Source: an optimization exercise on an open RTL-to-GDS flow (aim: small area and a short achievable clock period). Production flows keep margins and buffers that such runs may drop. RTL that was checked went through simulation tests only; none was proved equivalent to the original.

== lane 1 ==
## Synth
module Synth(
  input         clock,
  input         reset,
  input  [19:0] io_Freq_0,
  input  [19:0] io_Freq_1,
  input  [19:0] io_Freq_2,
  input  [19:0] io_Freq_3,
  input  [19:0] io_Freq_4,
  input  [19:0] io_Freq_5,
  input  [17:0] io_Amp_0,
  input  [17:0] io_Amp_1,
  input  [17:0] io_Amp_2,
  input  [17:0] io_Amp_3,
  input  [17:0] io_Amp_4,
  input  [17:0] io_Amp_5,
  output [22:0] io_Out
);
  reg [11:0] t;              
  reg        ph;             
  reg [19:0] div [0:5];
  reg [19:0] idx [0:5];
  reg [19:0] X0, X1;         
  reg        incR;           
  reg [18:0] WS, WC;         
  reg        Wc;
  reg [19:0] PS, PC;         
  reg        Pc;
  reg [19:0] W1S, W1C;       
  reg        W1c;
  reg [20:0] OS, OC;         
  reg        Oc;
  wire [19:0] freq [0:5];
  wire [17:0] amp  [0:5];
  assign freq[0] = io_Freq_0; assign freq[1] = io_Freq_1; assign freq[2] = io_Freq_2;
  assign freq[3] = io_Freq_3; assign freq[4] = io_Freq_4; assign freq[5] = io_Freq_5;
  ...
Size in the first run: about 460 flip-flops, ~250 I/O pins, roughly 32000 sq um of cells after synthesis.
clock: 15.0 ns
lec_check: 0
cap_margin: 20
core_margin: 2
core_utilization: 40
cts_cluster_diameter: 150
cts_cluster_size: 24
slew_margin: 20
synth_hierarchical: 1
synth_minimum_keep_size: 0
tns_end_percent: 10
standard.sh (not shown) runs the stock make flow with config.mk's settings and CLKGATE_MAP_FILE= SYNTH_SCRIPT=/design/flow/synth_recipe.tcl, a recipe that flattens the netlist after the stock synthesis.
==> flow/flow/run.sh <==
#!/bin/bash
# Standard ORFS layout with a tighter setup-repair target and minimum-size
# port buffers. Full tool output goes to standard.log in the work folder.
set -euo pipefail
bash standard.sh SETUP_SLACK_MARGIN=8.0 'BUFFER_PORTS_ARGS=-buffer_cell sky130_fd_sc_hd__buf_1' finish > standard.log 2>&1
Setup changes, lane 1 to lane 2
--- a/flow/design.v
+++ b/flow/design.v
@@ -322,20 +322,18 @@
   wire [17:0] m2;
   wire  [5:0] asel = {t[11], t[9], t[7], t[5], t[3], t[1]};
   wire        ph0 = ~ph;
   genvar q, r;
   generate
     for (q = 0; q < 18; q = q + 1) begin : amux
-      wire [5:0] n;
+      wire [6:0] n;
       for (r = 0; r < 6; r = r + 1) begin : an
         NAND2 u (.a(amp[r][q]), .b(asel[r]), .y(n[r]));
       end
-      wire na, nf;
-      AND6 ua (.a(n[5:0]), .y(na));
-      NAND2 uf (.a(fold[q]), .b(ph0), .y(nf));
-      NAND2 uo (.a(na), .b(nf), .y(m2[q]));
+      NAND2 uf (.a(fold[q]), .b(ph0), .y(n[6]));
+      NAND7 uo (.a(n), .y(m2[q]));
     end
   endgenerate
   wire [20:0] wx = {2'b00, Wv, 1'b0};
   wire [20:0] fx = {2'b00, fold, 1'b0};
   wire [20:0] ix = {2'b00, index[17:0], 1'b0};
   wire [9:0]  neg;
@@ -850,16 +848,15 @@
   GC ugc0_12 (.gh(g11_12), .ph(p11_12), .gl(g0_10), .g(g0_12));
   wire g0_16;
   GC ugc0_16 (.gh(g13_16), .ph(p13_16), .gl(g0_12), .g(g0_16));
   wire c17 = g0_16;
   assign R0 = {tc420, tc418, tc416, tc412, tc408, tc402, tc396, tc388, tc380, tc370, tc360, tc348, tc336, tc322, tc308, tc292, tc276, tc258, tc240, tc220, tc200, tc180, tc162, tc144, tc128, tc112, tc98, tc84, ts81, tc60, tc50, ts47, ts37, ts29, ts21, ts15, ts9, pp1[0], pp0[1], pp0[0]};
   assign R1 = {ts421, ts419, ts417, ts415, ts411, ts407, ts401, ts395, ts387, ts379, ts369, ts359, ts347, ts335, ts321, ts307, ts291, ts275, ts257, ts239, ts219, ts199, ts179, ts161, ts143, ts127, ts111, ts97, ts83, ts71, ts59, ts49, ts39, ts31, ts23, ts17, ts11, ts7, ts3, ts1};
-  wire        gR = ~(t[7] | t[11]);
-  wire [19:0] A0 = ({20{gR}} & R0[36:17]) | ({20{t[7]}} & W1S);
-  wire [19:0] A1 = ({20{gR}} & R1[36:17]) | ({20{t[7]}} & W1C);
-  wire        ac = (gR & c17) | (t[7] & W1c);
+  wire [19:0] A0 = t[7] ? W1S : t[11] ? 20'h0 : R0[36:17];
+  wire [19:0] A1 = t[7] ? W1C : t[11] ? 20'h0 : R1[36:17];
+  wire        ac = t[7] ? W1c : t[11] ? 1'b0  : c17;
   wire [19:0] X0n = A0 ^ A1 ^ irs_n;
   wire [19:0] X1n = {(A0[18:0] & A1[18:0]) | (A0[18:0] & irs_n[18:0]) | (A1[18:0] & irs_n[18:0]), ac};
   always @(posedge clock) begin
     if (reset) begin
       t <= 12'h001;
       ph <= 1'b0;
@@ -938,12 +935,12 @@
   input  a,
   input  b,
   output y
 );
   assign y = ~(a & b);
 endmodule
-module AND6(
-  input  [5:0] a,
+module NAND7(
+  input  [6:0] a,
   output       y
 );
-  assign y = &a;
+  assign y = ~&a;
 endmodule
==> notes.md <==
Between lane 1 and lane 2, first-pass GRT wire length increased.
Of lane 1 and lane 2, lane 1 shows the lower area enclosed by the die boundary, with lane 2 above it.
Comparing lane 1 and lane 2, the higher area overhead of the layout relative to synthesis was measured on lane 2.
Delta (lane 2 minus lane 1): number of buffers outside the clock class in the layout increased 3.7%; initial standard-cell utilization of the core now smaller; portion of the layout cell area used by clock cells stayed essentially flat; design area increased about 0.8%.
Cmp lane 2 vs lane 1: combined global-route utilization of all metal layers higher in lane 2
~same synthesized cell count in lane 1 and lane 2
Cmp lane 2 vs lane 1: final worst hold slack lower in lane 2
The RTL of lane 2 was laid out without a check of its function.

---

Another version of the RTL of Synth (not shown whole).
For scale: about 330 flip-flops, ~250 I/O pins.
==> module Synth, before the edit <==
module Synth(
  input         clock,
  input         reset,
  input  [19:0] io_Freq_0,
  input  [19:0] io_Freq_1,
  input  [19:0] io_Freq_2,
  input  [19:0] io_Freq_3,
  input  [19:0] io_Freq_4,
  input  [19:0] io_Freq_5,
  input  [17:0] io_Amp_0,
  input  [17:0] io_Amp_1,
  input  [17:0] io_Amp_2,
  input  [17:0] io_Amp_3,
  input  [17:0] io_Amp_4,
  input  [17:0] io_Amp_5,
  output [22:0] io_Out
);
  reg        ph;             
  reg  [2:0] step;           
  reg [19:0] div [0:5];
  reg [19:0] idx [0:5];
  reg [19:0] P;
  reg [19:0] W1;
  reg [17:0] WaveReg;
  reg [22:0] OutputReg;
  wire [19:0] freq [0:5];
  wire [17:0] amp  [0:5];
  assign freq[0] = io_Freq_0; assign freq[1] = io_Freq_1; assign freq[2] = io_Freq_2;
  assign freq[3] = io_Freq_3; assign freq[4] = io_Freq_4; assign freq[5] = io_Freq_5;
  assign amp[0] = io_Amp_0; assign amp[1] = io_Amp_1; assign amp[2] = io_Amp_2;
  assign amp[3] = io_Amp_3; assign amp[4] = io_Amp_4; assign amp[5] = io_Amp_5;
  integer i;
  always @(posedge clock) begin
    for (i = 0; i < 6; i = i + 1) begin
      if (reset) begin
        div[i] <= 20'h0;
        idx[i] <= 20'h0;
      end else if (div[i] == freq[i]) begin
        div[i] <= 20'h0;
        idx[i] <= idx[i] + 20'h1;
      end else begin
        div[i] <= div[i] + 20'h1;
      end
    end
  end
  reg [19:0] idx_s;
  reg [17:0] amp_s;
  always @* begin
    case (step)
      3'd1: begin idx_s = idx[1]; amp_s = amp[1]; end
      3'd2: begin idx_s = idx[2]; amp_s = amp[2]; end
      3'd3: begin idx_s = idx[3]; amp_s = amp[3]; end
      3'd4: begin idx_s = idx[4]; amp_s = amp[4]; end
      3'd5: begin idx_s = idx[5]; amp_s = amp[5]; end
      default: begin idx_s = idx[0]; amp_s = amp[0]; end
    endcase
  end
  wire [19:0] mod   = (step == 3'd0) ? 20'h0 : (step[2] ? W1 : P);
  wire [19:0] index = mod + idx_s;
  wire [17:0] fold  = index[18] ? index[17:0] : ~index[17:0];
  wire        negw  = ph & index[19];
  wire        acc   = ph & (step == 3'd5);
  wire [17:0] m1 = ph ? WaveReg : fold;
  wire [17:0] m2 = ph ? amp_s : fold;
  wire [20:0] m1x = {2'b00, m1, 1'b0};
  wire [39:0] row [0:9];
  wire [39:0] nrow;
  genvar k;
  generate
    for (k = 0; k < 10; k = k + 1) begin : booth
      wire b0 = m1x[2*k];
      wire b1 = m1x[2*k+1];
      wire b2 = m1x[2*k+2];
      wire one = b1 ^ b0;
      wire two = (b2 & ~b1 & ~b0) | (~b2 & b1 & b0);
      wire neg = b2 ^ negw;
      wire [18:0] mag = ({19{one}} & {1'b0, m2}) | ({19{two}} & {m2, 1'b0});
      wire [19:0] pp = {~neg, mag ^ {19{neg}}};
      assign row[k] = {20'h0, pp} << (2*k);
      assign nrow[2*k] = neg;
      assign nrow[2*k+1] = 1'b0;
    end
  endgenerate
  assign nrow[39:20] = 20'h0;
  localparam [39:0] BOOTHK = 40'hD5_5558_0000;  
  wire [39:0] krow = {23'h0, {17{negw}}};                  
  wire [39:0] prow = acc ? {{3{P[19]}}, P, 17'h0} : 40'h0;  
  wire [39:0] sum = row[0] + row[1] + row[2] + row[3] + row[4] + row[5] + row[6]
                  + row[7] + row[8] + row[9] + nrow + krow + prow + BOOTHK;
  always @(posedge clock) begin
    if (reset) begin
      ph <= 1'b0;
      step <= 3'd0;
    end else begin
      ph <= ~ph;
      if (ph) step <= (step == 3'd5) ? 3'd0 : step + 3'd1;
    end
    WaveReg <= ~sum[35:18];
    if (ph && !step[2]) P <= sum[36:17];
    if (reset) W1 <= 20'h0;
    else if (ph && step == 3'd4) W1 <= sum[36:17];
    if (reset) OutputReg <= 23'h0;
    else if (acc) OutputReg <= sum[39:17];
  end
  assign io_Out = OutputReg;
endmodule
clock: 15.0 ns
lec_check: 0
cap_margin: 20
core_margin: 2
core_utilization: 40
slew_margin: 20
run.sh (not shown) runs the stock make flow with config.mk's settings and CLKGATE_MAP_FILE= SYNTH_SCRIPT=/design/flow/synth_recipe.tcl, a recipe that flattens the netlist after the stock synthesis.
Stock flow here: none of the scripts above is used.
Rerun with:
--- a/flow/design.v
+++ b/flow/design.v
@@ -53,54 +53,31 @@
       3'd4: begin idx_s = idx[4]; amp_s = amp[4]; end
       3'd5: begin idx_s = idx[5]; amp_s = amp[5]; end
       default: begin idx_s = idx[0]; amp_s = amp[0]; end
     endcase
   end
-  wire [19:0] mod   = (step == 3'd0) ? 20'h0 : (step[2] ? W1 : P);
+  wire [19:0] mod = (step == 3'd0) ? 20'h0 : (step[2] ? W1 : P);
   wire [19:0] index = mod + idx_s;
-  wire [17:0] fold  = index[18] ? index[17:0] : ~index[17:0];
-  wire        negw  = ph & index[19];
-  wire        acc   = ph & (step == 3'd5);
+  wire [17:0] fold = index[18] ? index[17:0] : ~index[17:0];
   wire [17:0] m1 = ph ? WaveReg : fold;
   wire [17:0] m2 = ph ? amp_s : fold;
-  wire [20:0] m1x = {2'b00, m1, 1'b0};
-  wire [39:0] row [0:9];
-  wire [39:0] nrow;
-  genvar k;
-  generate
-    for (k = 0; k < 10; k = k + 1) begin : booth
-      wire b0 = m1x[2*k];
-      wire b1 = m1x[2*k+1];
-      wire b2 = m1x[2*k+2];
-      wire one = b1 ^ b0;
-      wire two = (b2 & ~b1 & ~b0) | (~b2 & b1 & b0);
-      wire neg = b2 ^ negw;
-      wire [18:0] mag = ({19{one}} & {1'b0, m2}) | ({19{two}} & {m2, 1'b0});
-      wire [19:0] pp = {~neg, mag ^ {19{neg}}};
-      assign row[k] = {20'h0, pp} << (2*k);
-      assign nrow[2*k] = neg;
-      assign nrow[2*k+1] = 1'b0;
-    end
-  endgenerate
-  assign nrow[39:20] = 20'h0;
-  localparam [39:0] BOOTHK = 40'hD5_5558_0000;  
-  wire [39:0] krow = {23'h0, {17{negw}}};                  
-  wire [39:0] prow = acc ? {{3{P[19]}}, P, 17'h0} : 40'h0;  
-  wire [39:0] sum = row[0] + row[1] + row[2] + row[3] + row[4] + row[5] + row[6]
-                  + row[7] + row[8] + row[9] + nrow + krow + prow + BOOTHK;
+  wire [35:0] prod = m1 * m2;
+  wire [19:0] mag  = {1'b0, prod[35:17]};
+  wire [19:0] wave = index[19] ? 20'h0 - mag : mag;
+  wire [22:0] sum  = {{3{P[19]}}, P} + {{3{wave[19]}}, wave};
   always @(posedge clock) begin
     if (reset) begin
       ph <= 1'b0;
       step <= 3'd0;
     end else begin
       ph <= ~ph;
       if (ph) step <= (step == 3'd5) ? 3'd0 : step + 3'd1;
     end
-    WaveReg <= ~sum[35:18];
-    if (ph && !step[2]) P <= sum[36:17];
+    if (!ph) WaveReg <= ~prod[35:18];
+    if (ph && !step[2]) P <= wave;
     if (reset) W1 <= 20'h0;
-    else if (ph && step == 3'd4) W1 <= sum[36:17];
+    else if (ph && step == 3'd4) W1 <= wave;
     if (reset) OutputReg <= 23'h0;
-    else if (acc) OutputReg <= sum[39:17];
+    else if (ph && step == 3'd5) OutputReg <= sum;
   end
   assign io_Out = OutputReg;
 endmodule
The changed run finished with timing, DRC and antenna clean.
Cell count is higher by 5.2%.
Worst setup slack got worse by 0.58 ns.
Via count is higher by 3.5%.
Clock skew is lower by 0.0076 ns.
Critical path depth is higher by 8.
Clock-buffer cell count is higher by 4.
Wire length is higher by 3.0%.
Die area is higher by 4.3%.
Synthesized cell count is higher by 6.1%.
Synthesized area is higher by 4.4%.
Register-to-register slack got worse by 0.58 ns.
No run of this note included a check of the RTL's function; only the layout flow was run.

---

Synth, a different RTL version from the one above (not shown whole).
Size: roughly 460 flip-flops, ~250 I/O pins, about 32000 um2 of cells after synthesis.
==> flow/config.mk <==
export PLATFORM = sky130hd
export DESIGN_NAME = Synth
export DESIGN_NICKNAME = Synth
export VERILOG_FILES = /design/flow/design.v
export SDC_FILE = /design/flow/constraint.sdc
export NUM_CORES = 4
export LEC_CHECK = 0
export CAP_MARGIN = 20
export CORE_MARGIN = 2
export CORE_UTILIZATION = 40
export SLEW_MARGIN = 20
export SYNTH_HIERARCHICAL = 1
export SYNTH_MINIMUM_KEEP_SIZE = 0
export TNS_END_PERCENT = 20
==> flow/constraint.sdc <==
create_clock -name core_clock -period 15.0 [get_ports {clock}]
set_input_delay 3.0000 -clock core_clock [delete_from_list [all_inputs] [get_ports {clock}]]
set_output_delay 3.0000 -clock core_clock [all_outputs]
set_load 0.01 [all_outputs]
standard.sh (not shown) runs the stock make flow with config.mk's settings and CLKGATE_MAP_FILE= SYNTH_SCRIPT=/design/flow/synth_recipe.tcl, a recipe that flattens the netlist after the stock synthesis.
==> flow/flow/run.sh <==
#!/bin/bash
# Standard ORFS layout with a tighter setup-repair target and minimum-size
# port buffers. Full tool output goes to standard.log in the work folder.
set -euo pipefail
bash standard.sh SETUP_SLACK_MARGIN=8.5 'BUFFER_PORTS_ARGS=-buffer_cell sky130_fd_sc_hd__buf_1' finish > standard.log 2>&1
Then changed:
--- a/flow/design.v
+++ b/flow/design.v
@@ -313,46 +313,51 @@
   wire wvs_g19_0;
   GC uwvs_g19_0 (.gh(wvs_g19_16), .ph(wvs_p19_16), .gl(wvs_g15_0), .g(wvs_g19_0));
   wire [18:0] wvs = {wvs_p19_19 ^ wvs_g18_0, wvs_p18_18 ^ wvs_g17_0, wvs_p17_17 ^ wvs_g16_0, wvs_p16_16 ^ wvs_g15_0, wvs_p15_15 ^ wvs_g14_0, wvs_p14_14 ^ wvs_g13_0, wvs_p13_13 ^ wvs_g12_0, wvs_p12_12 ^ wvs_g11_0, wvs_p11_11 ^ wvs_g10_0, wvs_p10_10 ^ wvs_g9_0, wvs_p9_9 ^ wvs_g8_0, wvs_p8_8 ^ wvs_g7_0, wvs_p7_7 ^ wvs_g6_0, wvs_p6_6 ^ wvs_g5_0, wvs_p5_5 ^ wvs_g4_0, wvs_p4_4 ^ wvs_g3_0, wvs_p3_3 ^ wvs_g2_0, wvs_p2_2 ^ wvs_g1_0, wvs_p1_1 ^ Wc};
   wire [19:0] index = idxs;
   wire [17:0] fold  = index[18] ? index[17:0] : ~index[17:0];
   wire        negw  = ph & index[19];
   wire [17:0] Wv   = ~wvs[18:1];                     
   wire [19:0] Pres = PS + PC + {19'h0, Pc};         
   wire [22:0] prow = {23{t[11]}} & {{3{Pres[19]}}, Pres};
-  wire [17:0] m1 = ph ? Wv : fold;
   wire [17:0] m2;
   wire  [5:0] asel = {t[11], t[9], t[7], t[5], t[3], t[1]};
   wire        ph0 = ~ph;
   genvar q, r;
   generate
     for (q = 0; q < 18; q = q + 1) begin : amux
       wire [6:0] n;
       for (r = 0; r < 6; r = r + 1) begin : an
         NAND2 u (.a(amp[r][q]), .b(asel[r]), .y(n[r]));
       end
       NAND2 uf (.a(fold[q]), .b(ph0), .y(n[6]));
       NAND7 uo (.a(n), .y(m2[q]));
     end
   endgenerate
-  wire [20:0] m1x = {2'b00, m1, 1'b0};
+  wire [20:0] wx = {2'b00, Wv, 1'b0};
+  wire [20:0] fx = {2'b00, fold, 1'b0};
+  wire [20:0] ix = {2'b00, index[17:0], 1'b0};
   wire [9:0]  neg;
   wire [18:0] pp0, pp1, pp2, pp3, pp4, pp5, pp6, pp7, pp8, pp9;
   wire [18:0] pp [0:9];
   genvar k;
   generate
     for (k = 0; k < 10; k = k + 1) begin : booth
-      wire b0 = m1x[2*k];
-      wire b1 = m1x[2*k+1];
-      wire b2 = m1x[2*k+2];
-      wire one = b1 ^ b0;
-      wire two = (b2 & ~b1 & ~b0) | (~b2 & b1 & b0);
-      assign neg[k] = b2 ^ negw;
+      wire oneW = wx[2*k+1] ^ wx[2*k];
+      wire twoW = (wx[2*k+2] & ~wx[2*k+1] & ~wx[2*k]) | (~wx[2*k+2] & wx[2*k+1] & wx[2*k]);
+      wire negW = wx[2*k+2] ^ negw;
+      wire [20:0] ux = (k >= 1 && k <= 8) ? ix : fx;
+      wire oneX = ux[2*k+1] ^ ux[2*k];
+      wire twoX = (ux[2*k+2] & ~ux[2*k+1] & ~ux[2*k]) | (~ux[2*k+2] & ux[2*k+1] & ux[2*k]);
+      wire negX = fx[2*k+2];
+      wire one = ph ? oneW : oneX;
+      wire two = ph ? twoW : twoX;
+      assign neg[k] = ph ? negW : negX;
       wire [18:0] mag = ({19{one}} & {1'b0, m2}) | ({19{two}} & {m2, 1'b0});
       assign pp[k] = mag ^ {19{neg[k]}};
     end
   endgenerate
   assign pp0 = pp[0]; assign pp1 = pp[1]; assign pp2 = pp[2]; assign pp3 = pp[3];
   assign pp4 = pp[4]; assign pp5 = pp[5]; assign pp6 = pp[6]; assign pp7 = pp[7];
   assign pp8 = pp[8]; assign pp9 = pp[9];
   wire [39:0] R0, R1;
   wire ts1 = neg[0] ^ negw;
The changed run completed without violations.
Fmax is about the same.
Via count rose by 1.4%.
Clock skew goes up by 0.0055 ns.
Non-clock buffer count falls by 50.
Synthesized area is higher by 0.66%.
Register-to-register slack barely changes.
First-iteration DRC count rose by 14%.
Critical path depth stays the same.
Cell count is about the same.
Routed wire length is about the same.
Hold slack is about the same.
Utilization drops by 2.0 points.
Only the layout flow was run in the second run of this note; the RTL was not checked for function there.

==> static timing again, ports no longer ideal <==
How much do the figures lean on ideal ports? The routed layouts below were timed once more, with nothing changed but the port constraints.
Step 1 assumes that a clkbuf_16 drives the clock port and a buf_2 every other input.
Step 2 adds t to the input delays and takes it off the output delays; t is the mean of the earliest and latest rising clock arrival at the registers after step 1. Input paths then give back, and output paths get back, about the clock's delay inside the block.
Slacks: ideal ports / drivers / drivers and shift; pairs: ideal ports / drivers.
run	t (ns)	setup slack, ns	worst register clock-pin slew, ns	worst slew at a driven data input, ns
lane 1	0.624	7.891 / 7.922 / 7.298	0.11 / 0.11	0.06
lane 2	0.615	7.819 / 7.853 / 7.239	0.11 / 0.11	0.06
the first run of note 2	0.626	1.820 / 1.820 / 1.820	0.07 / 0.07	0.08
the second run of note 2	0.601	1.239 / 1.239 / 1.024	0.06 / 0.06	0.11
the first run of note 3	0.653	7.865 / 7.904 / 7.251	0.07 / 0.07	0.06
the second run of note 3	0.646	7.854 / 7.894 / 7.248	0.07 / 0.07	0.07
After both steps every run listed still meets setup and hold. The setup slack of the first run of note 3, which loses most, moves by +0.039 ns with the drivers and by -0.614 ns with both steps.
